This design comes from an exercise in tuning for small area on the open sky130 flow, not from production work.
Where RTL was checked, it was by simulation tests only, not by an equivalence proof against the original.
No activity file was given, so power comes from the tool's default toggle rates.

## Top
module Top(
    input clk,
    input [7:0] SW,
    input reset,
    input sens,
    input disF,
    input disB,
    input BOX,
    input signal,
    input IPS_F,
    input IPS_L,
    input IPS_R,
    input IPS_TR,
    input IPS_TL,
    input isig,
    output reg FORA,
    output reg BCKA,
    output reg FORB,
    output BCKB,
    output ENA,
    output ENB,
    output s2, s3,
    output [7:0] led,
    output [1:0] spot,
    output IWHITE,
    output IRED,
    output IGREEN,
    output IBLUE,
    output drop
);
Size: roughly 170 flip-flops, about 44 I/O pins.
Settings: LEC_CHECK=0, CAP_MARGIN=20, CORE_MARGIN=2, CORE_UTILIZATION=65, SLEW_MARGIN=20; clock period 10.0 ns.
standard.sh (not shown) runs the stock make flow with config.mk's settings and CLKGATE_MAP_FILE= SYNTH_SCRIPT=/design/flow/synth_recipe.tcl, a recipe that flattens the netlist after the stock synthesis.
==> flow/flow/run.sh <==
#!/bin/bash
# Own flow: the standard layout (standard.sh) with these changes:
#  - synthesis maps logic with flow/abc.script, an area-oriented ABC script
#    (yosys's own default sequence with more area recovery in &nf), in place
#    of ORFS's abc_speed.script, which upsizes and buffers for speed that a
#    10 ns clock does not need. Everything else in synthesis is unchanged
#    (same yosys passes, so the same registers with the same names and
#    cells); ORFS's scripts are copied to orfs_scripts/ with only that one
#    file replaced, and the whole flow runs from that copy;
#  - clock tree: no dummy balancing loads, clkbuf_8 buffers only;
#  - port buffers: the smallest buffer, buf_1.
# Each tool's output goes to ORFS's own logs under orfs/logs; make's output
# goes to flow_make.log here.
set -euo pipefail
rm -rf orfs_scripts
cp -r "$FLOW_HOME/scripts" orfs_scripts
cp flow/abc.script orfs_scripts/abc_speed.script
export CTS_ARGS="-sink_clustering_enable -repair_clock_nets -dont_use_dummy_load -root_buf sky130_fd_sc_hd__clkbuf_8 -buf_list sky130_fd_sc_hd__clkbuf_8 -sink_clustering_size 30 -sink_clustering_max_diameter 100"
export BUFFER_PORTS_ARGS="-buffer_cell sky130_fd_sc_hd__buf_1"
bash standard.sh "SCRIPTS_DIR=$PWD/orfs_scripts" finish > flow_make.log 2>&1
==> flow/flow/abc.script <==
strash
&get -n
&fraig -x
&put
scorr
dc2
dretime
strash
&get -n
&dch -f
&nf -R 1000
&put
The baseline completed with no timing, DRC or antenna violations.
Then changed:
--- a/flow/flow/run.sh
+++ b/flow/flow/run.sh
@@ -3,3 +3,4 @@
 #  - synthesis maps logic with flow/abc.script, an area-oriented ABC script
-#    (yosys's own default sequence with more area recovery in &nf), in place
+#    (yosys's own default sequence with more area recovery in &nf, and a
+#    second round of choice computation and mapping), in place
 #    of ORFS's abc_speed.script, which upsizes and buffers for speed that a
--- a/flow/flow/abc.script
+++ b/flow/flow/abc.script
@@ -12 +12,6 @@
 &put
+strash
+&get -n
+&dch -f
+&nf -R 1000
+&put
Power goes up by about 16%.
Non-clock buffer count came out higher by 1.
Via count came out lower by 3.3%.


## v6
Another version of the RTL of Top (not shown whole).
Size in the first run: about 1000 cells after synthesis, roughly 44 I/O pins.
make LEC_CHECK=0 CAP_MARGIN=20 CORE_MARGIN=2 CORE_UTILIZATION=40 SLEW_MARGIN=20 finish   # period 10.0 ns
run.sh (not shown) runs the stock make flow with config.mk's settings and CLKGATE_MAP_FILE= SYNTH_SCRIPT=/design/flow/synth_recipe.tcl, a recipe that flattens the netlist after the stock synthesis.
Stock flow here: none of the scripts above is used.
v6: full flow OK, the timing, DRC and antenna checks passed
> inputs changed (v6 -> v7)
Settings: ABC_AREA now 1, previously not set.
==> run summary <==
- v7 vs v6: post-synthesis average cell area down in v7
- [v7 vs v6] final weighted congestion of routability-driven global placement: higher in v7
- Level count of the clock H-tree: v6 vs v7 identical
- Final cell count without fillers, v7 vs v6: up by more than 10%


Top, a different RTL version from the one above (not shown whole).
For scale: ~960 cells after synthesis, roughly 170 flip-flops, about 44 I/O pins, roughly 8600 sq um of cells after synthesis.
clock: 10.0 ns
lec_check: 0
cap_margin: 20
core_margin: 2
core_utilization: 40
slew_margin: 20
standard.sh (not shown) runs the stock make flow with config.mk's settings and CLKGATE_MAP_FILE= SYNTH_SCRIPT=/design/flow/synth_recipe.tcl, a recipe that flattens the netlist after the stock synthesis.
==> flow/flow/run.sh <==
#!/bin/bash
# Own flow: the standard layout (standard.sh) with two changes:
#  - clock tree: no dummy balancing loads, smaller clock buffers;
#  - port buffers: the smallest buffer, buf_1.
# Each tool's output goes to ORFS's own logs under orfs/logs; make's output
# goes to flow_make.log here.
set -euo pipefail
export CTS_ARGS="-sink_clustering_enable -repair_clock_nets -dont_use_dummy_load -root_buf sky130_fd_sc_hd__clkbuf_16 -buf_list sky130_fd_sc_hd__clkbuf_8 -sink_clustering_size 30 -sink_clustering_max_diameter 100"
export BUFFER_PORTS_ARGS="-buffer_cell sky130_fd_sc_hd__buf_1"
bash standard.sh finish > flow_make.log 2>&1
Next try:
CORE_UTILIZATION = 65   (was 40)
Result:
- final area drops by 1.6%
- hold slack degrades by 0.019 ns
- clock power drops by about 3%
- die area drops by 38%
- setup slack degrades by 0.051 ns
- via count climbs by 4.1%
- synthesized area does not change
- clock-buffer cell count does not change
- maximum frequency drops by 1.3%
- total power drops by 0.82%
No functional check of the RTL was part of any run of this note.


Another version of the RTL of Top (not shown whole).
For scale: ~180 flip-flops, ~44 I/O pins.
export LEC_CHECK = 0
export CAP_MARGIN = 20
export CORE_MARGIN = 2
export CORE_UTILIZATION = 65
export GPL_TIMING_DRIVEN = 0
export SLEW_MARGIN = 20
create_clock -name core_clock -period 10.0 [get_ports {clk}]
Scripts as last shown in full above: flow/flow/run.sh
The baseline completed with no timing, DRC or antenna violations.
Then changed:
GPL_TIMING_DRIVEN = not set   (was 0)
=> Hold slack is better by 0.0047 ns; die area is unchanged; cell area goes down by 2.5%; total power came out lower by 1.8%; clock-buffer cell count is unchanged; sequential power came out higher by 3.3%; synthesized cell count is unchanged; routed wire length fell by 9.7%; sequential share of layout area increases by 1.1 points; critical path depth decreases by 2.
Then changed:
--- a/flow/flow/run.sh
+++ b/flow/flow/run.sh
@@ -3,3 +3,5 @@
 #  - clock tree: no dummy balancing loads, smaller clock buffers;
-#  - port buffers: the smallest buffer, buf_1.
+#  - port buffers: the smallest buffer, buf_1;
+#  - after placement's repair_design, flow/post_resize.tcl downsizes gates
+#    with slack to spare and repairs slew and capacitance again.
 # Each tool's output goes to ORFS's own logs under orfs/logs; make's output
@@ -9,2 +11,3 @@
 export BUFFER_PORTS_ARGS="-buffer_cell sky130_fd_sc_hd__buf_1"
+export POST_RESIZE_TCL="$PWD/flow/post_resize.tcl"
 bash standard.sh finish > flow_make.log 2>&1
==> flow/flow/post_resize.tcl (new file) <==
# After placement's repair_design: downsize gates off the critical paths
# (the clock period leaves a lot of slack), then repair slew and
# capacitance again.
repair_timing -recover_power 100 -verbose
repair_design -slew_margin 20 -cap_margin 20 -verbose
After rerunning:
- The changed run went through all stages and came out clean
- non-clock buffer count goes up by 3
- flip-flop and latch count stays the same
- worst hold slack hardly moves

-- re-timing with driven ports --
The results above use ideal ports. As a check the final layouts listed here were re-extracted and re-timed, cells and wires unchanged.
Step 1 (the two cells are an assumption about what drives the block):
set clk [get_ports {clk}]
set_driving_cell -lib_cell sky130_fd_sc_hd__clkbuf_16 $clk
set_driving_cell -lib_cell sky130_fd_sc_hd__buf_2 [delete_from_list [all_inputs] $clk]
Step 2 moves the port delays by t, midway between the first and last clock arrival at a register: inputs arrive t later, outputs are due t later. That takes back most of the time a late clock gives input paths.
Slacks: ideal / step 1 / step 2; pairs: ideal / step 1.
run	t (ns)	slack for setup (ns)	worst setup path after step 2	worst register clock-pin slew, ns	worst data-port slew with drivers (ns)
the first run of note 1	0.480	6.456 / 6.466 / 5.985	input to register	0.09 / 0.09	0.03
the second run of note 1	0.473	6.227 / 6.240 / 5.767	input to register	0.09 / 0.09	0.03
v6	0.475	5.317 / 5.324 / 4.849	input to register	0.08 / 0.08	0.05
v7	0.468	5.475 / 5.498 / 5.030	input to register	0.08 / 0.08	0.03
the first run of note 3	0.410	6.225 / 6.243 / 5.833	input to register	0.11 / 0.11	0.06
the second run of note 3	0.411	6.173 / 6.194 / 5.783	input to register	0.09 / 0.09	0.04
the first run of note 4	0.408	5.899 / 5.904 / 5.496	input to register	0.09 / 0.09	0.05
the second run of note 4	0.404	5.807 / 5.826 / 5.422	input to register	0.09 / 0.09	0.03
the third run of note 4	0.402	5.747 / 5.765 / 5.362	input to register	0.09 / 0.09	0.03
After both steps setup and hold are still met in every run listed. The setup slack of the first run of note 1, which loses most, moves by +0.010 ns with the drivers and by -0.471 ns with both steps.
